From an optimization exercise on the open Yosys and OpenROAD flow, aimed at small area; shortcuts taken in it are not production practice.
Function was checked by simulation only, so behaviour that the tests miss may differ from the original.
Power is estimated from default activity; no workload was simulated.

$ cat flow/run.sh
#!/bin/bash
# The standard layout (standard.sh), with these changes to the ORFS
# settings:
# - the port buffers are buf_1 cells rather than the default buffer;
# - clock tree synthesis inserts no dummy loads (same arguments as ORFS's
#   cts.tcl builds from config.mk otherwise);
# Every tool's output goes to standard.log in the work folder.
set -euo pipefail
cat >> "$FLOW_CONFIG" <<'CFG'
export BUFFER_PORTS_ARGS = -buffer_cell sky130_fd_sc_hd__buf_1
export CTS_ARGS = -sink_clustering_enable -repair_clock_nets -sink_clustering_size 18 -sink_clustering_max_diameter 50 -buf_list {sky130_fd_sc_hd__clkbuf_4 sky130_fd_sc_hd__clkbuf_8} -dont_use_dummy_load
CFG
bash standard.sh > standard.log 2>&1
$ cat standard.sh
#!/bin/bash
# synth_recipe.tcl (not shown) runs the flow's synth.tcl, then flattens the netlist and writes it again
# the make line also repeats each setting of config.mk as NAME=value (left out here)
make -C /OpenROAD-flow-scripts/flow DESIGN_CONFIG=/design/flow/config.mk WORK_HOME=/design/flow/orfs CLKGATE_MAP_FILE= SYNTH_SCRIPT=/design/flow/synth_recipe.tcl "${@:-finish}"
$ cat config.mk
export PLATFORM = sky130hd
export DESIGN_NAME = riscv_simple_datapath
export DESIGN_NICKNAME = riscv_simple_datapath
export VERILOG_FILES = /design/flow/design.v
export SDC_FILE = /design/flow/constraint.sdc
export NUM_CORES = 4
export LEC_CHECK = 0
export CAP_MARGIN = 10
export CORE_MARGIN = 2
export CORE_UTILIZATION = 40
export CTS_BUF_LIST = sky130_fd_sc_hd__clkbuf_4 sky130_fd_sc_hd__clkbuf_8
export CTS_CLUSTER_DIAMETER = 50
export CTS_CLUSTER_SIZE = 18
export PLACE_DENSITY = 0.8
export SETUP_SLACK_MARGIN = 0.1
export SLEW_MARGIN = 10
export SYNTH_HIERARCHICAL = 1
export SYNTH_MINIMUM_KEEP_SIZE = 0
export BUFFER_PORTS_ARGS = -buffer_cell sky130_fd_sc_hd__buf_1
export CTS_ARGS = -sink_clustering_enable -repair_clock_nets -sink_clustering_size 18 -sink_clustering_max_diameter 50 -buf_list {sky130_fd_sc_hd__clkbuf_4 sky130_fd_sc_hd__clkbuf_8} -dont_use_dummy_load
$ cat constraint.sdc
create_clock -name core_clock -period 11.0 [get_ports {clk}]
set_input_delay 2.2000 -clock core_clock [delete_from_list [all_inputs] [get_ports {clk}]]
set_output_delay 2.2000 -clock core_clock [all_outputs]
set_load 0.01 [all_outputs]
$ cat design.v
`timescale 1ns / 1ps
localparam[31:0] INIT_PC_VALUE = 32'h00400000;
localparam[31:0] DEFAULT_PC_UPDATE = 32'h00000004; 
localparam ONE = 2'b01;
localparam ZERO = 2'b00;
localparam S_TYPE = 7'b0100011;
localparam SB_TYPE = 7'b1100011;
`timescale 1ns / 1ps
localparam[3:0] AND_OP = 4'b0000;
localparam[3:0] OR_OP = 4'b0001; 
localparam[3:0] ADD_OP = 4'b0010;
localparam[3:0] SUB_OP = 4'b0011; 
localparam[3:0] LESS_THAN_OP = 4'b0111;
localparam[3:0] X_OR_OP = 4'b1101; 
`timescale 1ns / 1ps
 `timescale 1ns / 1ps
module alu(
output logic [31:0] result,
input wire logic[31:0] op1,
input wire logic[31:0] op2,
input wire logic[3:0] alu_op
    );
logic is_and, is_or, is_xor, is_slt, is_sub;
logic gen_en, prop_en, carry_en;
logic [31:0] bx, p, g, t;
logic [31:0] G;
logic [31:0] c;
logic [31:0] r;
logic lt;
assign is_and = (alu_op == AND_OP);
assign is_or  = (alu_op == OR_OP);
assign is_xor = (alu_op == X_OR_OP);
assign is_slt = (alu_op == LESS_THAN_OP);
assign is_sub = (alu_op == SUB_OP) || is_slt;
assign gen_en   = is_and | is_or;
assign prop_en  = ~(is_and | is_slt);
assign carry_en = ~(is_and | is_or | is_xor | is_slt);
assign bx = op2 ^ {32{is_sub}};
assign p = op1 ^ bx;
assign g = op1 & bx;
logic [31:0] G0;
assign G0 = {g[31:1], g[0] | (p[0] & is_sub)};
genvar k, i;
generate
    for (k = 0; k < 9; k = k + 1) begin : g_lvl
        localparam int S = (k < 5) ? (1 << k) : (8 >> (k - 5));
        logic [31:0] Gi, Pi, Go, Po;
        if (k == 0) begin : g_in0
            assign Gi = G0;
            assign Pi = p;
        end else begin : g_in
            assign Gi = g_lvl[k - 1].Go;
            assign Pi = g_lvl[k - 1].Po;
        end
        for (i = 0; i < 32; i = i + 1) begin : g_bit
            if ((k < 5 && i % (2 * S) == 2 * S - 1) ||
                (k >= 5 && i >= 3 * S - 1 && (i - (3 * S - 1)) % (2 * S) == 0)) begin : g_node
                assign Go[i] = Gi[i] | (Pi[i] & Gi[i - S]);
                assign Po[i] = Pi[i] & Pi[i - S];
            end else begin : g_pass
                assign Go[i] = Gi[i];
                assign Po[i] = Pi[i];
            end
        end
    end
endgenerate
assign G = g_lvl[8].Go;
assign c = {G[30:0], is_sub};
assign t = (g & {32{gen_en}}) | (p & {32{prop_en}});
assign r = t ^ (c & {32{carry_en}});
assign lt = p[31] ? ~c[31] : op1[31];
assign result = {r[31:1], is_slt ? lt : r[0]};
endmodule
`timescale 1ns / 1ps
module rf_bit_next(
    output logic d,
    input wire logic we,
    input wire logic wd,
    input wire logic hold,
    input wire logic q
    );
    assign d = (we & wd) | (hold & q);
endmodule
module rf_read3(
    output logic y_n,
    input wire logic s0,
    input wire logic d0,
    input wire logic s1,
    input wire logic d1,
    input wire logic s2,
    input wire logic d2
    );
    assign y_n = ~((s0 & d0) | (s1 & d1) | (s2 & d2));
endmodule
module regfile(
    output logic[31:0] regReadDataA,
    output logic[31:0] regReadDataB,
    input wire logic clk,
    input wire logic [4:0] regAddrA,
    input wire logic [4:0] regAddrB,
    input wire logic [4:0] regAddrWrite,
    input wire logic [31:0] regWriteData,
    input wire logic regWrite
    );
    logic [4:0] addrA_q, addrB_q;
    logic [31:0] regq [1:31];
    logic [31:1] selA, selB;
    always_ff @(posedge clk)
    begin
        addrA_q <= regAddrA;
        addrB_q <= regAddrB;
    end
    genvar i, j, g;
    generate
        for (i = 1; i < 32; i = i + 1) begin : g_reg
            logic we, hold;
            logic [31:0] r;
            logic [31:0] d;
            assign we = regWrite && (regAddrWrite == i);
            assign hold = ~we;
            for (j = 0; j < 32; j = j + 1) begin : g_bit
                rf_bit_next u_next(.d(d[j]), .we(we), .wd(regWriteData[j]), .hold(hold), .q(r[j]));
            end
            always_ff @(posedge clk)
                r <= d;
            assign regq[i] = r;
            assign selA[i] = (addrA_q == i);
            assign selB[i] = (addrB_q == i);
        end
        for (j = 0; j < 32; j = j + 1) begin : g_col
            logic [9:0] a_n, b_n;
            for (g = 0; g < 10; g = g + 1) begin : g_grp
                rf_read3 u_a(.y_n(a_n[g]),
                    .s0(selA[3*g+1]), .d0(regq[3*g+1][j]),
                    .s1(selA[3*g+2]), .d1(regq[3*g+2][j]),
                    .s2(selA[3*g+3]), .d2(regq[3*g+3][j]));
                rf_read3 u_b(.y_n(b_n[g]),
                    .s0(selB[3*g+1]), .d0(regq[3*g+1][j]),
                    .s1(selB[3*g+2]), .d1(regq[3*g+2][j]),
                    .s2(selB[3*g+3]), .d2(regq[3*g+3][j]));
            end
            assign regReadDataA[j] = ~(&a_n) | (selA[31] & regq[31][j]);
            assign regReadDataB[j] = ~(&b_n) | (selB[31] & regq[31][j]);
        end
    endgenerate
endmodule
`timescale 1ns / 1ps
 `timescale 1ns / 1ps
module riscv_simple_datapath #(parameter [31:0] INITIAL_PC = INIT_PC_VALUE) (
    output logic[31:0] PC,               
    output logic Zero,                   
    output logic[31:0] dAddress,         
    output logic[31:0] dWriteData,       
    output logic[31:0] WriteBackData,    
    input wire logic clk,                
    input wire logic rst,                
    input wire logic[31:0] instruction,  
    input wire logic PCSrc,              
    input wire logic ALUSrc,             
    input wire logic RegWrite,           
    input wire logic MemtoReg,           
    input logic[31:0] dReadData,         
    input wire logic[3:0] ALUCtrl,       
    input wire logic loadPC              
    );
    logic[31:0] regReadDataA;
    logic[31:0] regReadDataB;
    logic[31:0] regWriteData;
    logic[31:0] immediate_I;
    logic[31:0] immediate_S;
    logic[31:0] op2;
    logic[31:0] result;
    logic[6:0] opCode;
    logic use_S;
    regfile myRegFile(
        .regReadDataA(regReadDataA),
        .regReadDataB(regReadDataB),
        .clk(clk),
        .regAddrA(instruction[19:15]),
        .regAddrB(instruction[24:20]),
        .regAddrWrite(instruction[11:7]),
        .regWriteData(regWriteData),
        .regWrite(RegWrite)
    );
    alu myALU(
        .result(result),
        .op1(regReadDataA),
        .op2(op2),
        .alu_op(ALUCtrl)
    );
    assign opCode = instruction[6:0];
    assign immediate_I = {{20{instruction[31]}}, instruction[31:20]};
    assign immediate_S = {{20{instruction[31]}}, instruction[31:25], instruction[11:7]};
    assign use_S = (opCode == S_TYPE) || (opCode == SB_TYPE);
    assign op2 = ALUSrc ? (use_S ? immediate_S : immediate_I) : regReadDataB;
    assign dAddress = result;
    assign dWriteData = regReadDataB;
    assign Zero = (result == 32'd0);
    assign regWriteData = MemtoReg ? dReadData : result;
    assign WriteBackData = regWriteData;
    pc_reg #(.INITIAL_PC(INITIAL_PC)) myPC(
        .PC(PC),
        .clk(clk),
        .rst(rst),
        .loadPC(loadPC),
        .PCSrc(PCSrc),
        .offset(immediate_S[11:0])
    );
endmodule
module pc_reg #(parameter [31:0] INITIAL_PC = INIT_PC_VALUE) (
    output logic[31:0] PC,
    input wire logic clk,
    input wire logic rst,
    input wire logic loadPC,
    input wire logic PCSrc,
    input wire logic[11:0] offset
    );
    logic[11:0] inc_lo;
    logic[12:0] sum_lo;
    logic sign;
    logic[31:12] z;
    logic[31:12] t;
    logic toggle;
    logic[31:0] pc_next;
    assign inc_lo = PCSrc ? offset : DEFAULT_PC_UPDATE[11:0];
    assign sum_lo = {1'b0, PC[11:0]} + {1'b0, inc_lo};
    assign sign = PCSrc & offset[11];
    assign z = PC[31:12] ^ {20{sign}};
    assign toggle = sum_lo[12] ^ sign;
    genvar i;
    generate
        for (i = 12; i < 32; i = i + 1) begin : g_hi
            if (i == 12) begin : g_first
                assign t[i] = toggle;
            end else begin : g_next
                assign t[i] = t[i - 1] & z[i - 1];
            end
        end
    endgenerate
    assign pc_next = {PC[31:12] ^ t, sum_lo[11:0]};
    always_ff @(posedge clk)
    begin
        if (rst)
            PC <= INITIAL_PC;
        else if (loadPC)
            PC <= pc_next;
    end
endmodule
==> impl_metrics.json, run 1 <==
{
  "endpoint_kind": "primary output",
  "drt-initial-drc-count": 11650,
  "critPathLaunchType": "flip-flop",
  "p_sw_w": 0.003821,
  "leakage_nw": 18.70,
  "setup_viol": 1,
  "cts_tree": "built",
  "layout_common_cells": "dfxtp_1, a22o_1, a222oi_1",
  "grt_first_pass_wirelength_um": 276300,
  "num_vias": 44380,
  "status": "complete, but fails checks",
  "internal_power_w": 0.006614,
  "syn_to_final_growth_pct": 11.60,
  "clockBufferDepth": 3,
  "route.detailed.drc": 0,
  "yosys-mux-area-fraction_pct": 1.341,
  "grt_max_degree": 35,
  "ir_worst_vdd_uv": 111.5,
  "synth_edf_count": 0,
  "fin_crit_sh_pct": 100.6,
  "crit_fanout": 18,
  "synth_compound_area_share_pct": 39.99,
  "h-tree-depth": 3,
  "slowest_delay_ps": 990,
  "fmax_ghz": 0.09040,
  "insertion_delay_ps": 840,
  "grt_setup_unrepaired": "no",
  "cts_buffers": 91,
  "grt_pass1_vias": 40770,
  "p_comb_share_pct": 27.6,
  "io_buffers": 199,
  "drv_cap": 0,
  "synthSimpleGateAreaFrac_pct": 6.770,
  "synthCells": 3762,
  "synth_ff_type": "dfxtp_1",
  "clkTransAtPathRegs_ps": 60,
  "hold_viol_final": 0,
  "hold_path_class": "flip-flop to flip-flop",
  "std_cell_rows": 120,
  "dp.cells": 5433,
  "fin_nets": 4243,
  "p_sw_share_pct": 36.62,
  "fin_skew_ps": 169.4,
  "ys_types": 73,
  "synth_seq_cells": 1034,
  "power_frac_seq_pct": 53.3,
  "seq_area_frac_synth_pct": 48.11,
  "slew-limit-headroom_pct": 7.100,
  "cts_hold_buf": 0,
  "routed_wl_um": 196200,
  "finalWorstSetupSlack_ps": -61.64,
  "ff_latch_area_um2": 20700,
  "gp_congestion": 1.009,
  "violations": "negative setup slack",
  "syn_area_um2": 43030,
  "ios": 204,
  "ys_async_sr_fraction_pct": 0,
  "grt_remaining_overflow": 0,
  "clkPwrFrac_pct": 19.1,
  "grt_usage_pct": 33.09,
  "cpMostUsedCell": "nand4_1",
  "synth-xor-area-share_pct": 1.384,
  "nFillCells": 9842,
  "post-cts-setup-buffer-count": 0,
  "wl_per_cell_um": 35.47,
  "crit_chain": "nand2b_1 -> nor2_2 -> buf_4 -> a222oi_1 -> nand4_1 -> a2111o_1 -> mux2_2 -> xnor2_1 -> ha_1 -> a21oi_1 -> o21ai_0 -> a221oi_1 -> and2_1 -> o2111ai_4 -> nand4_2 -> nand2_1 -> a311oi_1 -> nor4_1 -> nand4_1 -> nor2_1 -> buf_1",
  "cp.required_ps": 8800,
  "die_w_um": 332.0,
  "syn_nets": 3882,
  "synthAdderAreaFrac_pct": 1.326,
  "dr.pass1.iters": 15,
  "start_util_pct": 40.25,
  "core_um2": 106900,
  "die_h_um": 332.0,
  "cp.arrival_ps": 8860,
  "tightestPinTransition_ps": 1390,
  "critPathKind": "flip-flop to primary output",
  "layoutNonFillerInstCount": 5533,
  "cts.sinks": 1034,
  "antenna_left": 0,
  "cpMaxStageDelayCell": "a221oi_1",
  "dp_hpwl_um": 116400,
  "multi_input_area_um2": 22450,
  "finalPower_w": 0.01043,
  "die_area_um2": 110200,
  "cts_root_buf": "clkbuf_8",
  "final_max_slew_viol_count": 0,
  "layout-drive-gt1-share_pct": 9.245,
  "synth_warnings": 10,
  "antenna_found_initial": 13,
  "via_per_inst": 8.021,
  "final_common_cell": "dfxtp_1",
  "synth_top_family_by_area": "compound AO/OA/AOI/OAI gates",
  "min_period_ps": 11060,
  "power_density_nw_per_um2": 217.3,
  "syn_avg_cell_area_um2": 11.44,
  "cts-resized-gates": 0
}
## layer usage
layer,share of wire [%],track usage (%),vias to the layer above
met3,19,17.46,1167
met4,7.8,18.37,22
met5,0.27,2.301,-
li1,-,-,17610
met2,39,46.41,4568
met1,34,40.15,21020
## through the flow
step / TNS, ps / instance area (µm²) / setup slack, ps / hold slack [ps] / utilization [%]
global route: 0 / 48000 / 120.6 / 514.2 / 44.90
finish: -61.64 / 48020 / -61.64 / 492.0 / 44.92
global placement: 0 / 46740 / 1355 / 460.5 / 43.72
CTS: 0 / 47990 / 865.7 / 490.2 / 44.89
floorplan: 0 / 43030 / 2863 / 459.9 / -
detailed placement: 0 / 46740 / 1382 / 476.2 / 43.72
## power groups by stage
| stage | clock network, W | logic, W | registers, W |
|---|---|---|---|
| final | 0.00199 | 0.00288 | 0.00556 |
| after global routing | 0.00210 | 0.00297 | 0.00566 |
| after CTS | 0.00197 | 0.00272 | 0.00551 |
| after detailed placement | 0 | 0.00271 | 0.00557 |
| after global placement | 0 | 0.00264 | 0.00552 |
| after floorplan | 0 | 0.00176 | 0.00538 |
## sequential cells by signal (all words and copies together) (netlist names)
signal             flops
myRegFile.addrA_q      5
myRegFile.addrB_q      5
myRegFile.g.r        992
myPC.PC               32
## cell type report
type	count	share of cell area [%]
sequential	1034	43.11
inverter	34	0.2658
multi-input combinational	2635	46.75
antenna	9	0.04690
clock buffer	91	2.608
tap	1403	3.656
timing repair buffer	327	3.562
## cells in the mapped netlist, types with 12 or more instances
master / n / area (µm²)
a2111o_1: 64 / 720.7
a21o_1: 17 / 127.6
a21oi_1: 44 / 220.2
a222oi_1: 644 / 6446
a22o_1: 993 / 8697
a22oi_1: 27 / 202.7
a31oi_1: 13 / 81.33
and2_1: 12 / 75.07
buf_6: 13 / 146.4
clkbuf_1: 34 / 127.6
dfxtp_1: 1034 / 20700
ha_1: 44 / 550.5
inv_1: 34 / 127.6
mux2_2: 37 / 416.7
nand2_1: 140 / 525.5
nand2b_1: 15 / 93.84
nand3_1: 25 / 125.1
nand4_1: 134 / 838.3
nor2_1: 141 / 529.3
nor3_1: 13 / 65.06
o21ai_0: 46 / 230.2
or3_1: 12 / 75.07
xnor2_1: 49 / 429.2
xor2_1: 19 / 166.4
## worst paths after layout
kind / cells after the start / slack (ps) / endpoint / from
max reg2reg: 20 / 2530 / myRegFile.g_reg[14].r[0]$_DFF_P_ / myRegFile.addrB_q[1]$_DFF_P_
max: 21 / -60 / Zero / myRegFile.addrB_q[1]$_DFF_P_
min: 2 / 490 / myPC.PC[10]$_SDFFE_PP0P_ / myPC.PC[10]$_SDFFE_PP0P_
min reg2reg: 2 / 490 / myPC.PC[10]$_SDFFE_PP0P_ / myPC.PC[10]$_SDFFE_PP0P_
## per-module statistics from Yosys, one instance, submodules excluded, a selection
module / times used / flip-flops and latches / cells
regfile: 1 / 1002 / 1458
alu: 1 / 0 / 277
riscv_simple_datapath: 1 / 0 / 126
rf_bit_next: 992 / 0 / 1
rf_read3: 640 / 0 / 1
## critical path, delay by kind of cell, from the launching register on
family,cells,cell delay [ps]
buffers and inverters,2,560
flip-flops,1,430
AND/OR/NAND/NOR,9,3080
AO/OA/AOI/OAI,7,3300
multiplexers,1,290
XOR/XNOR,1,130
adder cells (fa/ha/maj),1,340
## cells by family (layout without fill, tap and decap cells)
logic type,Yosys count,count (layout)
XOR/XNOR,68,68
AO/OA/AOI/OAI,1906,1906
multiplexers,51,51
flip-flops,1034,1034
adder cells (fa/ha/maj),45,45
AND/OR/NAND/NOR,565,565
buffers and inverters,93,452
other,0,9
==> run 2, diff against run 1 <==
--- a/flow/run.sh
+++ b/flow/run.sh
@@ -9,5 +9,5 @@
 cat >> "$FLOW_CONFIG" <<'CFG'
 export BUFFER_PORTS_ARGS = -buffer_cell sky130_fd_sc_hd__buf_1
-export CTS_ARGS = -sink_clustering_enable -repair_clock_nets -sink_clustering_size 18 -sink_clustering_max_diameter 50 -buf_list {sky130_fd_sc_hd__clkbuf_4 sky130_fd_sc_hd__clkbuf_8} -dont_use_dummy_load
+export CTS_ARGS = -sink_clustering_enable -repair_clock_nets -sink_clustering_size 24 -sink_clustering_max_diameter 50 -buf_list {sky130_fd_sc_hd__clkbuf_4 sky130_fd_sc_hd__clkbuf_8} -dont_use_dummy_load
 CFG
 bash standard.sh > standard.log 2>&1
--- a/config.mk
+++ b/config.mk
@@ -11,6 +11,5 @@
 export CTS_BUF_LIST = sky130_fd_sc_hd__clkbuf_4 sky130_fd_sc_hd__clkbuf_8
 export CTS_CLUSTER_DIAMETER = 50
-export CTS_CLUSTER_SIZE = 18
-export PLACE_DENSITY = 0.8
+export CTS_CLUSTER_SIZE = 24
 export SETUP_SLACK_MARGIN = 0.1
 export SLEW_MARGIN = 10
@@ -18,3 +17,3 @@
 export SYNTH_MINIMUM_KEEP_SIZE = 0
 export BUFFER_PORTS_ARGS = -buffer_cell sky130_fd_sc_hd__buf_1
-export CTS_ARGS = -sink_clustering_enable -repair_clock_nets -sink_clustering_size 18 -sink_clustering_max_diameter 50 -buf_list {sky130_fd_sc_hd__clkbuf_4 sky130_fd_sc_hd__clkbuf_8} -dont_use_dummy_load
+export CTS_ARGS = -sink_clustering_enable -repair_clock_nets -sink_clustering_size 24 -sink_clustering_max_diameter 50 -buf_list {sky130_fd_sc_hd__clkbuf_4 sky130_fd_sc_hd__clkbuf_8} -dont_use_dummy_load
==> run 2 against run 1 <==
  * The run now finishes clean
  * Sequential share of layout area down 0.50 points
  * Hold slack improved by 3.6 ps
  * Flip-flop and latch count unchanged
  * Clock power grew 13%
  * Critical endpoint unchanged
  * Cell count rose by 0.83%
  * Count of clock-buffer cells in the layout is 22 higher
  * Synthesized cell count did not move
  * Combinational power grew 3%
  * Power increased by 2.9%
  * Global-route usage increased by 3.3 points
  * Via count decreased by 2.5%
  * Register-to-register slack better by 960 ps
==> impl_metrics.json, run 2 <==
{
  "start_util_pct": 40.25,
  "tightestPinTransition_ps": 1404,
  "layout_common_cells": "dfxtp_1, a22o_1, a222oi_1",
  "ir_worst_vdd_uv": 98.32,
  "synth_common_cells": "dfxtp_1, a22o_1, a222oi_1",
  "synth_seq_cells": 1034,
  "ios": 204,
  "die_w_um": 332.0,
  "cpMaxStageDelayCell": "nand2b_1",
  "yosysMostFrequentCell": "dfxtp_1",
  "cp_top_family": "simple AND/OR/NAND/NOR gates",
  "syn_area_um2": 43030,
  "endpoint_kind": "primary output",
  "post-cts-setup-buffer-count": 0,
  "fmax_ghz": 0.09799,
  "grt_max_degree": 35,
  "min_period_ps": 10200,
  "drv_cap": 0,
  "num_vias": 43280,
  "synth_edf_count": 0,
  "grt_first_pass_wirelength_um": 294800,
  "io_buffers": 199,
  "crit_chain": "nand2b_1 -> nor2_4 -> buf_4 -> a222oi_1 -> nand4_1 -> a2111o_1 -> nor2_1 -> a31oi_1 -> xnor2_1 -> ha_1 -> nor2_1 -> a311oi_2 -> and3_1 -> o2111ai_1 -> and2_1 -> o2111ai_4 -> nand4_2 -> nand2_1 -> a311oi_1 -> buf_4 -> nor4_1 -> nand4_1 -> nor2_1 -> buf_1",
  "multi_input_area_um2": 22550,
  "cp.arrival_ps": 8000,
  "routed_wl_um": 212600,
  "setup_viol": 0,
  "synthCells": 3762,
  "place_ws_ps": 1977,
  "cts_buffers": 113,
  "synth_ff_type": "dfxtp_1",
  "cp.required_ps": 8800,
  "grt_usage_pct": 36.37,
  "cts_hold_buf": 0,
  "h-tree-depth": 3,
  "cts.sinks": 1034,
  "top_regs": "myRegFile.g.r (992), myPC.PC (32)",
  "layout-drive-gt1-share_pct": 10.21,
  "grt_setup_unrepaired": "no",
  "core_um2": 106900,
  "syn_to_final_growth_pct": 12.92,
  "clkTransAtPathRegs_ps": 80,
  "critPathKind": "flip-flop to primary output",
  "dp_hpwl_um": 130000,
  "hold_path_class": "flip-flop to flip-flop",
  "slowest_delay_ps": 730,
  "syn_nets": 3882,
  "yosys-top-cells-area": "dfxtp_1, a22o_1, a222oi_1",
  "die_h_um": 332.0,
  "synth_top_area_cell": "dfxtp_1",
  "cpMostUsedCell": "nor2_1",
  "nFillCells": 10040,
  "synth_warnings": 10,
  "fin_crit_sh_pct": 92.77,
  "grt_remaining_overflow": 0,
  "seq_area_frac_synth_pct": 48.11,
  "fin_nets": 4286,
  "hold_viol_final": 0,
  "gp_congestion": 0.9729,
  "ff_latch_area_um2": 20700,
  "postLayoutCellArea_um2": 48580,
  "grt_pass1_vias": 39800,
  "via_per_inst": 7.758,
  "utilization_pct": 45.45,
  "crit_buf_inv": 3,
  "final_max_slew_viol_count": 0,
  "timing.rr.start": "myRegFile.addrB_q[1]$_DFF_P_",
  "critPathLaunchType": "flip-flop",
  "clockBufferDepth": 3,
  "drt-initial-drc-count": 9704,
  "finalWorstSetupSlack_ps": 795.3,
  "slew-limit-headroom_pct": 6.154,
  "placed_area_um2": 46990,
  "cts_root_buf": "clkbuf_8",
  "cts-resized-gates": 0,
  "insertion_delay_ps": 860,
  "antenna_found_initial": 23,
  "fin_tns_setup_ps": 0,
  "fin_skew_ps": 136.7,
  "largest_reg_flops": 992,
  "route.detailed.drc": 0,
  "crit_fanout": 20,
  "leakage_nw": 18.96,
  "die_area_um2": 110200,
  "power_density_nw_per_um2": 221.1,
  "ys_types": 73,
  "final_common_cell": "dfxtp_1",
  "syn_avg_cell_area_um2": 11.44,
  "std_cell_rows": 120,
  "synth_top_area_share_pct": 48.11,
  "finalPower_w": 0.01074,
  "ys_async_sr_fraction_pct": 0,
  "cts_tree": "built",
  "status": "no timing/DRC/antenna violations",
  "min-delay-start": "myRegFile.g_reg[17].r[19]$_DFF_P_",
  "largest-register": "myRegFile.g.r",
  "crit_start": "myRegFile.addrB_q[4]$_DFF_P_",
  "dr.pass1.iters": 14,
  "antenna_left": 0,
  "wl_per_cell_um": 38.11
}
-- run 2: through the flow --
stage	hold slack (ps)	instances
global route	510.3	5571
finish	495.6	5579
detailed placement	476.2	5454
CTS	496.8	5567
floorplan	459.9	3762
global placement	472.2	5454
-- run 2: final cells by class --
type / count / share of cell area (%)
clock buffer: 113 / 3.201
sequential: 1034 / 42.61
tap: 1403 / 3.613
inverter: 34 / 0.2627
antenna: 12 / 0.06181
timing repair buffer: 348 / 3.845
multi-input combinational: 2635 / 46.41
-- run 2: worst reg2reg max path: stages, from the launching register on --
cell and delay, ps:
dfxtp_1 410, nand2b_1 760, nor2_4 360, buf_4 330, a222oi_1 440, nand4_1 630, a2111o_1 590, inv_1 90
o21ai_0 100, xnor2_1 170, ha_1 340, and4_1 190, a221oi_1 500, and2_1 450, o211ai_2 130, and3_1 230
a21o_1 180, a31oi_1 400, mux2_2 370, buf_4 440, a22o_1 260
-- run 2: routing by layer --
| metal | global-route usage [%] | vias to the layer above | share of wire [%] |
|---|---|---|---|
| li1 | - | 17680 | - |
| met1 | 45.86 | 21080 | 36 |
| met2 | 51.79 | 3721 | 41 |
| met3 | 14.15 | 774 | 16 |
| met4 | 22.79 | 26 | 7.1 |
| met5 | 0 | - | 0.078 |
-- run 2: report_power, final --
group / total (W) / switching [W] / internal [W]
clock network: 0.00224 / 0.00134 / 0.000905
registers: 0.00554 / 0.000787 / 0.00476
logic: 0.00296 / 0.00182 / 0.00113
-- run 2: logic make-up (layout without fill, tap and decap cells) --
logic type / count (synthesis) / in the layout / share of synthesized area [%]
DFF: 1034 / 1034 / 48.11
buffers and inverters: 93 / 495 / 1.073
muxes: 51 / 51 / 1.341
xor gates and xnor gates: 68 / 68 / 1.384
adders and majority gates: 45 / 45 / 1.326
AOI/OAI and AO/OA: 1906 / 1906 / 39.99
and+or+nand+nor: 565 / 565 / 6.770
other: 0 / 12 / 0
-- run 2: modules after synthesis (local to each module, per instance), a selection --
module / flip-flops and latches / copies in the design
alu: 0 / 1
regfile: 1002 / 1
rf_bit_next: 0 / 992
rf_read3: 0 / 640
riscv_simple_datapath: 0 / 1
-- run 2: path summary, 6_finish.rpt --
path                                                           to  slack, ps  cells after the start
worst min-delay path            myRegFile.g_reg[17].r[19]$_DFF_P_        500                      1
worst max-delay path                                         Zero        800                     24
worst min register to register  myRegFile.g_reg[17].r[19]$_DFF_P_        500                      1
worst max register to register  myRegFile.g_reg[26].r[28]$_DFF_P_       3490                     20
==> run 3, diff against run 2 <==
--- a/design.v
+++ b/design.v
@@ -93,4 +93,18 @@
     assign y_n = ~((s0 & d0) | (s1 & d1) | (s2 & d2));
 endmodule
+module rf_and2(
+    output logic y,
+    input wire logic a,
+    input wire logic b
+    );
+    assign y = a & b;
+endmodule
+module rf_nand2(
+    output logic y_n,
+    input wire logic a,
+    input wire logic b
+    );
+    assign y_n = ~(a & b);
+endmodule
 module regfile(
     output logic[31:0] regReadDataA,
@@ -105,5 +119,6 @@
     logic [4:0] addrA_q, addrB_q;
     logic [31:0] regq [1:31];
-    logic [31:1] selA, selB;
+    logic [3:0] hiA, hiB, hiW;
+    logic [7:0] loA, loB, loW;
     always_ff @(posedge clk)
     begin
@@ -111,35 +126,53 @@
         addrB_q <= regAddrB;
     end
-    genvar i, j, g;
+    genvar i, j, g, h;
     generate
+        for (i = 0; i < 4; i = i + 1) begin : g_hi
+            assign hiA[i] = (addrA_q[4:3] == i);
+            assign hiB[i] = (addrB_q[4:3] == i);
+            assign hiW[i] = regWrite && (regAddrWrite[4:3] == i);
+        end
+        for (i = 0; i < 8; i = i + 1) begin : g_lo
+            assign loA[i] = (addrA_q[2:0] == i);
+            assign loB[i] = (addrB_q[2:0] == i);
+            assign loW[i] = (regAddrWrite[2:0] == i);
+        end
+        for (h = 0; h < 2; h = h + 1) begin : g_half
+            logic [31:1] selA, selB, we, hold;
+            for (i = 1; i < 32; i = i + 1) begin : g_dec
+                rf_and2 u_selA(.y(selA[i]), .a(hiA[i / 8]), .b(loA[i % 8]));
+                rf_and2 u_selB(.y(selB[i]), .a(hiB[i / 8]), .b(loB[i % 8]));
+                rf_and2 u_we(.y(we[i]), .a(hiW[i / 8]), .b(loW[i % 8]));
+                rf_nand2 u_hold(.y_n(hold[i]), .a(hiW[i / 8]), .b(loW[i % 8]));
+            end
+        end
         for (i = 1; i < 32; i = i + 1) begin : g_reg
-            logic we, hold;
             logic [31:0] r;
             logic [31:0] d;
-            assign we = regWrite && (regAddrWrite == i);
-            assign hold = ~we;
             for (j = 0; j < 32; j = j + 1) begin : g_bit
-                rf_bit_next u_next(.d(d[j]), .we(we), .wd(regWriteData[j]), .hold(hold), .q(r[j]));
+                rf_bit_next u_next(.d(d[j]), .we(g_half[j / 16].we[i]), .wd(regWriteData[j]),
+                    .hold(g_half[j / 16].hold[i]), .q(r[j]));
             end
             always_ff @(posedge clk)
                 r <= d;
             assign regq[i] = r;
-            assign selA[i] = (addrA_q == i);
-            assign selB[i] = (addrB_q == i);
         end
         for (j = 0; j < 32; j = j + 1) begin : g_col
             logic [9:0] a_n, b_n;
+            logic [31:1] sA, sB;
+            assign sA = g_half[j / 16].selA;
+            assign sB = g_half[j / 16].selB;
             for (g = 0; g < 10; g = g + 1) begin : g_grp
                 rf_read3 u_a(.y_n(a_n[g]),
-                    .s0(selA[3*g+1]), .d0(regq[3*g+1][j]),
-                    .s1(selA[3*g+2]), .d1(regq[3*g+2][j]),
-                    .s2(selA[3*g+3]), .d2(regq[3*g+3][j]));
+                    .s0(sA[3*g+1]), .d0(regq[3*g+1][j]),
+                    .s1(sA[3*g+2]), .d1(regq[3*g+2][j]),
+                    .s2(sA[3*g+3]), .d2(regq[3*g+3][j]));
                 rf_read3 u_b(.y_n(b_n[g]),
-                    .s0(selB[3*g+1]), .d0(regq[3*g+1][j]),
-                    .s1(selB[3*g+2]), .d1(regq[3*g+2][j]),
-                    .s2(selB[3*g+3]), .d2(regq[3*g+3][j]));
-            end
-            assign regReadDataA[j] = ~(&a_n) | (selA[31] & regq[31][j]);
-            assign regReadDataB[j] = ~(&b_n) | (selB[31] & regq[31][j]);
+                    .s0(sB[3*g+1]), .d0(regq[3*g+1][j]),
+                    .s1(sB[3*g+2]), .d1(regq[3*g+2][j]),
+                    .s2(sB[3*g+3]), .d2(regq[3*g+3][j]));
+            end
+            assign regReadDataA[j] = ~(&a_n) | (sA[31] & regq[31][j]);
+            assign regReadDataB[j] = ~(&b_n) | (sB[31] & regq[31][j]);
         end
     endgenerate
@@ -217,32 +250,82 @@
     );
     logic[11:0] inc_lo;
-    logic[12:0] sum_lo;
+    logic[12:0] c;
     logic sign;
-    logic[31:12] z;
-    logic[31:12] t;
-    logic toggle;
+    logic[32:12] t;
     logic[31:0] pc_next;
     assign inc_lo = PCSrc ? offset : DEFAULT_PC_UPDATE[11:0];
-    assign sum_lo = {1'b0, PC[11:0]} + {1'b0, inc_lo};
     assign sign = PCSrc & offset[11];
-    assign z = PC[31:12] ^ {20{sign}};
-    assign toggle = sum_lo[12] ^ sign;
+    assign c[0] = 1'b0;
+    assign t[12] = loadPC & (c[12] ^ sign);
     genvar i;
     generate
+        for (i = 0; i < 12; i = i + 1) begin : g_lo
+            if (INITIAL_PC[i]) begin : g_one
+                pc_lo_bit1 u_bit(.d(pc_next[i]), .cout(c[i + 1]), .pc(PC[i]), .a(inc_lo[i]),
+                    .cin(c[i]), .load(loadPC), .rst(rst));
+            end else begin : g_zero
+                pc_lo_bit0 u_bit(.d(pc_next[i]), .cout(c[i + 1]), .pc(PC[i]), .a(inc_lo[i]),
+                    .cin(c[i]), .load(loadPC), .rst(rst));
+            end
+        end
         for (i = 12; i < 32; i = i + 1) begin : g_hi
-            if (i == 12) begin : g_first
-                assign t[i] = toggle;
-            end else begin : g_next
-                assign t[i] = t[i - 1] & z[i - 1];
+            if (INITIAL_PC[i]) begin : g_one
+                pc_hi_bit1 u_bit(.d(pc_next[i]), .tout(t[i + 1]), .pc(PC[i]), .s(sign),
+                    .tin(t[i]), .rst(rst));
+            end else begin : g_zero
+                pc_hi_bit0 u_bit(.d(pc_next[i]), .tout(t[i + 1]), .pc(PC[i]), .s(sign),
+                    .tin(t[i]), .rst(rst));
             end
         end
     endgenerate
-    assign pc_next = {PC[31:12] ^ t, sum_lo[11:0]};
     always_ff @(posedge clk)
-    begin
-        if (rst)
-            PC <= INITIAL_PC;
-        else if (loadPC)
-            PC <= pc_next;
-    end
-endmodule
+        PC <= pc_next;
+endmodule
+module pc_lo_bit0(
+    output logic d,
+    output logic cout,
+    input wire logic pc,
+    input wire logic a,
+    input wire logic cin,
+    input wire logic load,
+    input wire logic rst
+    );
+    logic sum;
+    assign {cout, sum} = {1'b0, pc} + {1'b0, a} + {1'b0, cin};
+    assign d = ~rst & (load ? sum : pc);
+endmodule
+module pc_lo_bit1(
+    output logic d,
+    output logic cout,
+    input wire logic pc,
+    input wire logic a,
+    input wire logic cin,
+    input wire logic load,
+    input wire logic rst
+    );
+    logic sum;
+    assign {cout, sum} = {1'b0, pc} + {1'b0, a} + {1'b0, cin};
+    assign d = rst | (load ? sum : pc);
+endmodule
+module pc_hi_bit0(
+    output logic d,
+    output logic tout,
+    input wire logic pc,
+    input wire logic s,
+    input wire logic tin,
+    input wire logic rst
+    );
+    assign tout = tin & (pc ^ s);
+    assign d = ~rst & (pc ^ tin);
+endmodule
+module pc_hi_bit1(
+    output logic d,
+    output logic tout,
+    input wire logic pc,
+    input wire logic s,
+    input wire logic tin,
+    input wire logic rst
+    );
+    assign tout = tin & (pc ^ s);
+    assign d = rst | (pc ^ tin);
+endmodule
==> run 3 against run 2 <==
  * Still clean on timing, DRC and antenna
  * First-iteration DRC count increased by 6.9%
  * Hold slack gained 2.0 ps
  * Clock power down 2%
  * Via count decreased by 2.7%
  * Die area rose by 0.65%
  * Routed wire length down 5.5%
  * Cell area decreased by 1.9%
  * Critical path depth fell by 3
  * Register-to-register slack worse by 1100 ps
  * Sequential power barely moved
  * Sequential share of layout area is 0.84 points higher
  * Largest power group unchanged
==> impl_metrics.json, run 3 <==
{
  "largest_reg_flops": 992,
  "cts_tree": "built",
  "die_h_um": 333.1,
  "crit_buf_inv": 2,
  "synth_warnings": 10,
  "ios": 204,
  "met3_length_um": 26450,
  "setup_viol": 0,
  "syn_avg_cell_area_um2": 11.55,
  "cts_buffers": 107,
  "insertion_delay_ps": 890,
  "cts_root_buf": "clkbuf_8",
  "critPathKind": "flip-flop to primary output",
  "syn_area_um2": 43310,
  "drt-met1-wl_um": 75570,
  "leakage_nw": 18.91,
  "tightestPinTransition_ps": 1238,
  "cts.sinks": 1034,
  "grt_max_degree": 39,
  "top_layer": "met5",
  "critPathLaunchType": "flip-flop",
  "cp.arrival_ps": 7840,
  "postLayoutCellArea_um2": 47650,
  "min_period_ps": 10040,
  "die_w_um": 333.1,
  "layout-drive-gt1-share_pct": 6.072,
  "largest-register": "myRegFile.g.r",
  "grt_first_pass_wirelength_um": 282600,
  "route.detailed.drc": 0,
  "fmax_ghz": 0.09965,
  "dr.pass1.iters": 13,
  "met2_wirelength_um": 82610,
  "syn_nets": 3868,
  "hold_path_class": "flip-flop to flip-flop",
  "fin_tns_setup_ps": 0,
  "utilization_pct": 44.45,
  "post-cts-setup-buffer-count": 0,
  "core_um2": 107200,
  "via_per_inst": 7.653,
  "synthCells": 3749,
  "layoutNonFillerInstCount": 5501,
  "routed_wl_um": 200800,
  "h-tree-depth": 3,
  "crit_chain": "and3b_1 -> and2_1 -> a222oi_1 -> nand4_1 -> a2111o_1 -> nor2_1 -> a31oi_1 -> xnor2_1 -> ha_1 -> nor3_1 -> a311oi_2 -> and3_1 -> o2111ai_1 -> and2_1 -> o31ai_2 -> a21o_1 -> a22oi_1 -> xor2_1 -> mux2_2 -> buf_4 -> buf_1",
  "crit_fanout": 32,
  "cp.required_ps": 8800,
  "fin_skew_ps": 151.6,
  "cp_top_family": "simple AND/OR/NAND/NOR gates",
  "cpMaxStageDelayCell": "a222oi_1",
  "dp.cells": 5380,
  "std_cell_rows": 120,
  "power_density_nw_per_um2": 226.7,
  "antenna_left": 0,
  "slowest_delay_ps": 780,
  "grt_usage_pct": 34.32,
  "status": "no timing/DRC/antenna violations",
  "grt_pass1_vias": 38080,
  "placed_area_um2": 46130,
  "gp_congestion": 1.015,
  "grt_setup_unrepaired": "no",
  "fin_crit_sh_pct": 91.23,
  "clockBufferDepth": 3,
  "start_util_pct": 40.40,
  "die_area_um2": 110900,
  "grt_remaining_overflow": 0,
  "layout_common_cells": "dfxtp_1, a22o_1, a222oi_1",
  "slew-limit-headroom_pct": 17.11,
  "ir_worst_vdd_uv": 336.5,
  "dp_hpwl_um": 130700,
  "top_regs": "myRegFile.g.r (992), myPC.PC (32)",
  "io_buffers": 199,
  "wl_per_cell_um": 36.51,
  "final_max_slew_viol_count": 0,
  "final_common_cell": "dfxtp_1",
  "fin_nets": 4205,
  "drv_cap": 0,
  "drt-initial-drc-count": 10370,
  "endpoint_kind": "primary output",
  "num_vias": 42100,
  "cpMostUsedCell": "and2_1",
  "syn_to_final_growth_pct": 10.01,
  "clkTransAtPathRegs_ps": 60,
  "antenna_found_initial": 19,
  "hold_viol_final": 0,
  "cts-resized-gates": 0,
  "cts_hold_buf": 0
}
run 3: changes by cell type in the layout (fill, tap and decap cells not counted), sizes merged, moves of 13 or more:
cell   before  now
a21oi      45   19
and2       12  219
xor2       19   33
buf       346  262
nand3      27   12
xnor2      49   62
o21ai      57   41
nor2      143   60
run 3: worst register-to-register path: cells and delay by family (launching register included):
kind / cells / cell delay (ps)
compound gates: 1 / 140
xor+xnor: 1 / 120
fa+ha+maj: 12 / 4690
flops: 1 / 340
simple gates: 21 / 3290
run 3: layout make-up:
cell class / instances / area [µm²]
diodes: 14 / 35.03
clock buffers: 107 / 1473
fillers: 10150 / 59560
inverters: 23 / 86.33
multi-input cells: 2656 / 22360
flip-flops and latches: 1034 / 20700
well taps: 1403 / 1755
repair buffers: 264 / 1237
run 3: layer usage:
layer,track usage [%],vias up
met4,22.15,20
met5,0,-
met3,9.809,688
li1,-,17350
met1,44.97,20670
met2,49.22,3373
run 3: through the flow:
stage	power, W	setup WS [ps]	hold slack, ps
2_1_floorplan	0.007124	653.5	459.9
3_3_place_gp	0.008441	232.5	472.4
5_1_grt	0.01115	447.7	511.4
4_1_cts	0.01063	954.1	495.5
6_report	0.01080	964.8	497.6
3_5_place_dp	0.008489	92.07	477.7
run 3: worst paths after layout:
check                           slack (ps)                        startpoint                          endpoint  cells past startpoint
worst max register to register        2380                myPC.PC[0]$_DFF_P_               myPC.PC[31]$_DFF_P_                     35
worst max-delay path                   960      myRegFile.addrB_q[2]$_DFF_P_                 WriteBackData[23]                     21
worst min-delay path                   500  myRegFile.g_reg[23].r[3]$_DFF_P_  myRegFile.g_reg[23].r[3]$_DFF_P_                      1
worst min register to register         500  myRegFile.g_reg[23].r[3]$_DFF_P_  myRegFile.g_reg[23].r[3]$_DFF_P_                      1
run 3: where the power goes:
part	internal (W)	leakage (nW)	switching (W)
Clock	0.000859	0.769	0.00133
Combinational	0.00114	9.57	0.00191
Sequential	0.00476	8.58	0.000805
Total	0.00676	18.9	0.00404
==> run 4, diff against run 3 <==
--- a/flow/run.sh
+++ b/flow/run.sh
@@ -9,5 +9,5 @@
 cat >> "$FLOW_CONFIG" <<'CFG'
 export BUFFER_PORTS_ARGS = -buffer_cell sky130_fd_sc_hd__buf_1
-export CTS_ARGS = -sink_clustering_enable -repair_clock_nets -sink_clustering_size 24 -sink_clustering_max_diameter 50 -buf_list {sky130_fd_sc_hd__clkbuf_4 sky130_fd_sc_hd__clkbuf_8} -dont_use_dummy_load
+export CTS_ARGS = -sink_clustering_enable -repair_clock_nets -sink_clustering_size 10 -sink_clustering_max_diameter 40 -buf_list {sky130_fd_sc_hd__clkbuf_4} -dont_use_dummy_load
 CFG
 bash standard.sh > standard.log 2>&1
==> config.mk (replaced) <==
export PLATFORM = sky130hd
export DESIGN_NAME = riscv_simple_datapath
export DESIGN_NICKNAME = riscv_simple_datapath
export VERILOG_FILES = /design/flow/design.v
export SDC_FILE = /design/flow/constraint.sdc
export NUM_CORES = 4
export LEC_CHECK = 0
export CAP_MARGIN = 10
export CORE_MARGIN = 2
export CORE_UTILIZATION = 55
export CTS_BUF_LIST = sky130_fd_sc_hd__clkbuf_4
export CTS_CLUSTER_DIAMETER = 40
export CTS_CLUSTER_SIZE = 10
export PLACE_DENSITY = 0.7
export SETUP_SLACK_MARGIN = 0.5
export SLEW_MARGIN = 10
export SYNTH_HIERARCHICAL = 1
export SYNTH_MINIMUM_KEEP_SIZE = 0
export BUFFER_PORTS_ARGS = -buffer_cell sky130_fd_sc_hd__buf_1
export CTS_ARGS = -sink_clustering_enable -repair_clock_nets -sink_clustering_size 10 -sink_clustering_max_diameter 40 -buf_list {sky130_fd_sc_hd__clkbuf_4} -dont_use_dummy_load
==> run 4 against run 3 <==
  * Highest routed layer unchanged
  * Synthesized area stayed put
  * Largest power group unchanged
  * Clock skew is 16 ps lower
  * Synthesized cell count unchanged
  * Still clean on timing, DRC and antenna
  * Cell count decreased by 6.1%
  * Critical path type unchanged
  * Global-route usage increased by 8.2 points
  * Sequential share of layout area up 0.78 points
  * Critical path depth is 2 higher
  * Core utilization increased by 16 points
==> impl_metrics.json, run 4 <==
{
  "syn_to_final_growth_pct": 8.069,
  "die_w_um": 284.6,
  "fmax_ghz": 0.09554,
  "slowest_delay_ps": 990,
  "final_max_slew_viol_count": 0,
  "insertion_delay_ps": 1110,
  "clkTransAtPathRegs_ps": 70,
  "min_period_ps": 10470,
  "p_sw_w": 0.003819,
  "grt_max_degree": 35,
  "crit_chain": "nor2b_2 -> and2_1 -> a222oi_1 -> nand4_1 -> a2111o_1 -> nor2_1 -> a31oi_1 -> xnor2_1 -> ha_1 -> nor3_1 -> a311oi_2 -> and3_1 -> o2111ai_1 -> and2_2 -> o2111ai_4 -> nand4_2 -> nand2_1 -> a311oi_1 -> buf_4 -> nor4_1 -> nand4_1 -> nor2_1 -> buf_1",
  "hold_viol_final": 0,
  "die_h_um": 284.6,
  "syn_nets": 3868,
  "synthCells": 3749,
  "antenna_left": 0,
  "critPathKind": "flip-flop to primary output",
  "status": "no timing/DRC/antenna violations",
  "cp.required_ps": 8800,
  "dr.pass1.iters": 14,
  "layout-drive-gt1-share_pct": 6.950,
  "critPathLaunchType": "flip-flop",
  "grt_first_pass_wirelength_um": 259100,
  "fin_crit_sh_pct": 95.15,
  "syn_avg_cell_area_um2": 11.55,
  "start_util_pct": 55.72,
  "grt_pass1_vias": 37730,
  "core_um2": 77720,
  "num_vias": 42260,
  "drt-initial-drc-count": 9761,
  "std_cell_rows": 102,
  "cts.sinks": 1034,
  "cts_buffers": 144,
  "grt_setup_unrepaired": "yes",
  "top_regs": "myRegFile.g.r (992), myPC.PC (32)",
  "clockBufferDepth": 3,
  "io_buffers": 199,
  "crit_fanout": 16,
  "ios": 204,
  "wl_per_cell_um": 35.37,
  "ir_worst_vdd_uv": 185.3,
  "largest_reg_flops": 992,
  "largest-register": "myRegFile.g.r",
  "cp.arrival_ps": 8270,
  "grt_remaining_overflow": 0,
  "dp_hpwl_um": 116700,
  "hold_path_class": "flip-flop to flip-flop",
  "antenna_found_initial": 8,
  "power_frac_seq_pct": 54.0,
  "cts_tree": "built",
  "p_comb_share_pct": 27.8,
  "routed_wl_um": 182800,
  "cts_root_buf": "clkbuf_4",
  "fin_skew_ps": 135.8,
  "route.detailed.drc": 0,
  "setup_viol": 0,
  "endpoint_kind": "primary output",
  "tightestPinTransition_ps": 1380,
  "via_per_inst": 8.176,
  "internal_power_w": 0.006477,
  "clkPwrFrac_pct": 18.2,
  "p_sw_share_pct": 37.09,
  "synth_warnings": 10,
  "h-tree-depth": 4,
  "gp_congestion": 1.053,
  "layout_common_cells": "dfxtp_1, a22o_1, a222oi_1",
  "final_common_cell": "dfxtp_1",
  "fin_tns_setup_ps": 0,
  "grt_usage_pct": 42.56,
  "syn_area_um2": 43310,
  "dp.cells": 5009,
  "cts_hold_buf": 0,
  "leakage_nw": 18.80,
  "fin_nets": 4236,
  "layoutNonFillerInstCount": 5168,
  "drv_cap": 0,
  "die_area_um2": 81010,
  "cpMaxStageDelayCell": "nor2b_2",
  "slew-limit-headroom_pct": 7.815,
  "power_density_nw_per_um2": 220.0
}
[run 4: what timing repair did]
| action | in CTS | in global routing |
|---|---|---|
| endpoints found under the setup margin | 0 | 8 |
| gates resized for setup | 0 | 7 |
| setup buffers | 0 | 2 |
[run 4: through the flow]
step	total power [W]	setup WS, ps	cell area, µm²	util (%)	hold WS [ps]
2_1_floorplan	0.007124	653.5	43310	-	459.9
3_3_place_gp	0.008209	-28.89	45630	58.71	472.4
3_5_place_dp	0.008277	-31.41	45630	58.71	474.9
4_1_cts	0.01009	794.4	46710	60.10	497.9
5_1_grt	0.01063	478.1	46780	60.20	509.7
6_report	0.01030	533.3	46800	60.22	502.5
[run 4: layout make-up]
class,instances,area (µm²)
diodes,13,32.53
clock buffers,144,1081
fillers,6620,30920
inverters,23,86.33
multi-input cells,2656,22400
flip-flops and latches,1034,20700
well taps,1040,1301
repair buffers,258,1206
[run 4: power groups by stage]
| stage | combinational (W) | sequential [W] | clock (W) |
|---|---|---|---|
| floorplan | 0.00174 | 0.00538 | 0 |
| global placement | 0.00265 | 0.00556 | 0 |
| detailed placement | 0.00271 | 0.00557 | 0 |
| CTS | 0.00271 | 0.00551 | 0.00187 |
| global route | 0.00294 | 0.00566 | 0.00202 |
| finish | 0.00286 | 0.00556 | 0.00188 |
[run 4: critical path: cells and delay by family (launching register included)]
kind / cells / cell delay, ps
buffers and inverters: 2 / 400
XOR/XNOR: 1 / 150
flip-flops: 1 / 440
AND/OR/NAND/NOR: 12 / 4050
adder cells (fa/ha/maj): 1 / 340
AO/OA/AOI/OAI: 7 / 1850
[run 4: layer usage]
| layer | part of all wire (%) | global-route usage (%) | vias to the layer above |
|---|---|---|---|
| met5 | 0.067 | 0.7738 | - |
| met4 | 6.7 | 23.26 | 8 |
| met3 | 17 | 15.75 | 595 |
| met2 | 39 | 57.23 | 3880 |
| met1 | 38 | 58.40 | 20290 |
| li1 | - | - | 17480 |
[run 4: worst paths after layout]
path / start / to / slack (ps) / cells after the start
worst max register to register: myPC.PC[0]$_DFF_P_ / myPC.PC[31]$_DFF_P_ / 2130 / 35
worst max-delay path: myRegFile.addrB_q[3]$_DFF_P_ / Zero / 530 / 23
worst min-delay path: myRegFile.g_reg[17].r[11]$_DFF_P_ / myRegFile.g_reg[17].r[11]$_DFF_P_ / 500 / 1
worst min register to register: myRegFile.g_reg[17].r[11]$_DFF_P_ / myRegFile.g_reg[17].r[11]$_DFF_P_ / 500 / 1

-- port drivers added, routing unchanged --
The flow's constraints put no driver on any port. The routed layouts listed below were extracted and timed again, unchanged, in two steps. Step 1 (the two cells are an assumption about what drives the block):
set clk [get_ports {clk}]
set_driving_cell -lib_cell sky130_fd_sc_hd__clkbuf_16 $clk
set_driving_cell -lib_cell sky130_fd_sc_hd__buf_2 [delete_from_list [all_inputs] $clk]
Step 2 moves the port delays by t, midway between the first and last clock arrival at a register: inputs arrive t later, outputs are due t later. That takes back most of the time a late clock gives input paths. Slacks: no drivers / after step 1 / after step 2; pairs: no drivers / after step 1.
| run | t, ns | setup WS [ns] | worst register clock-pin slew, ns | pins driven straight from the clock port |
|---|---|---|---|---|
| run 1 | 0.836 | -0.062 / -0.141 / 0.695 | 0.11 / 0.11 | 1 |
| run 2 | 0.864 | 0.795 / 0.727 / 1.591 | 0.11 / 0.11 | 1 |
| run 3 | 0.896 | 0.965 / 0.885 / 0.128 | 0.12 / 0.12 | 1 |
| run 4 | 1.107 | 0.533 / 0.465 / -0.046 | 0.11 / 0.11 | 1 |
With both steps, setup timing fails in run 4, where it was met with ideal ports. For run 3, which loses most, drivers alone change the setup slack by -0.080 ns; drivers and shift together by -0.837 ns.
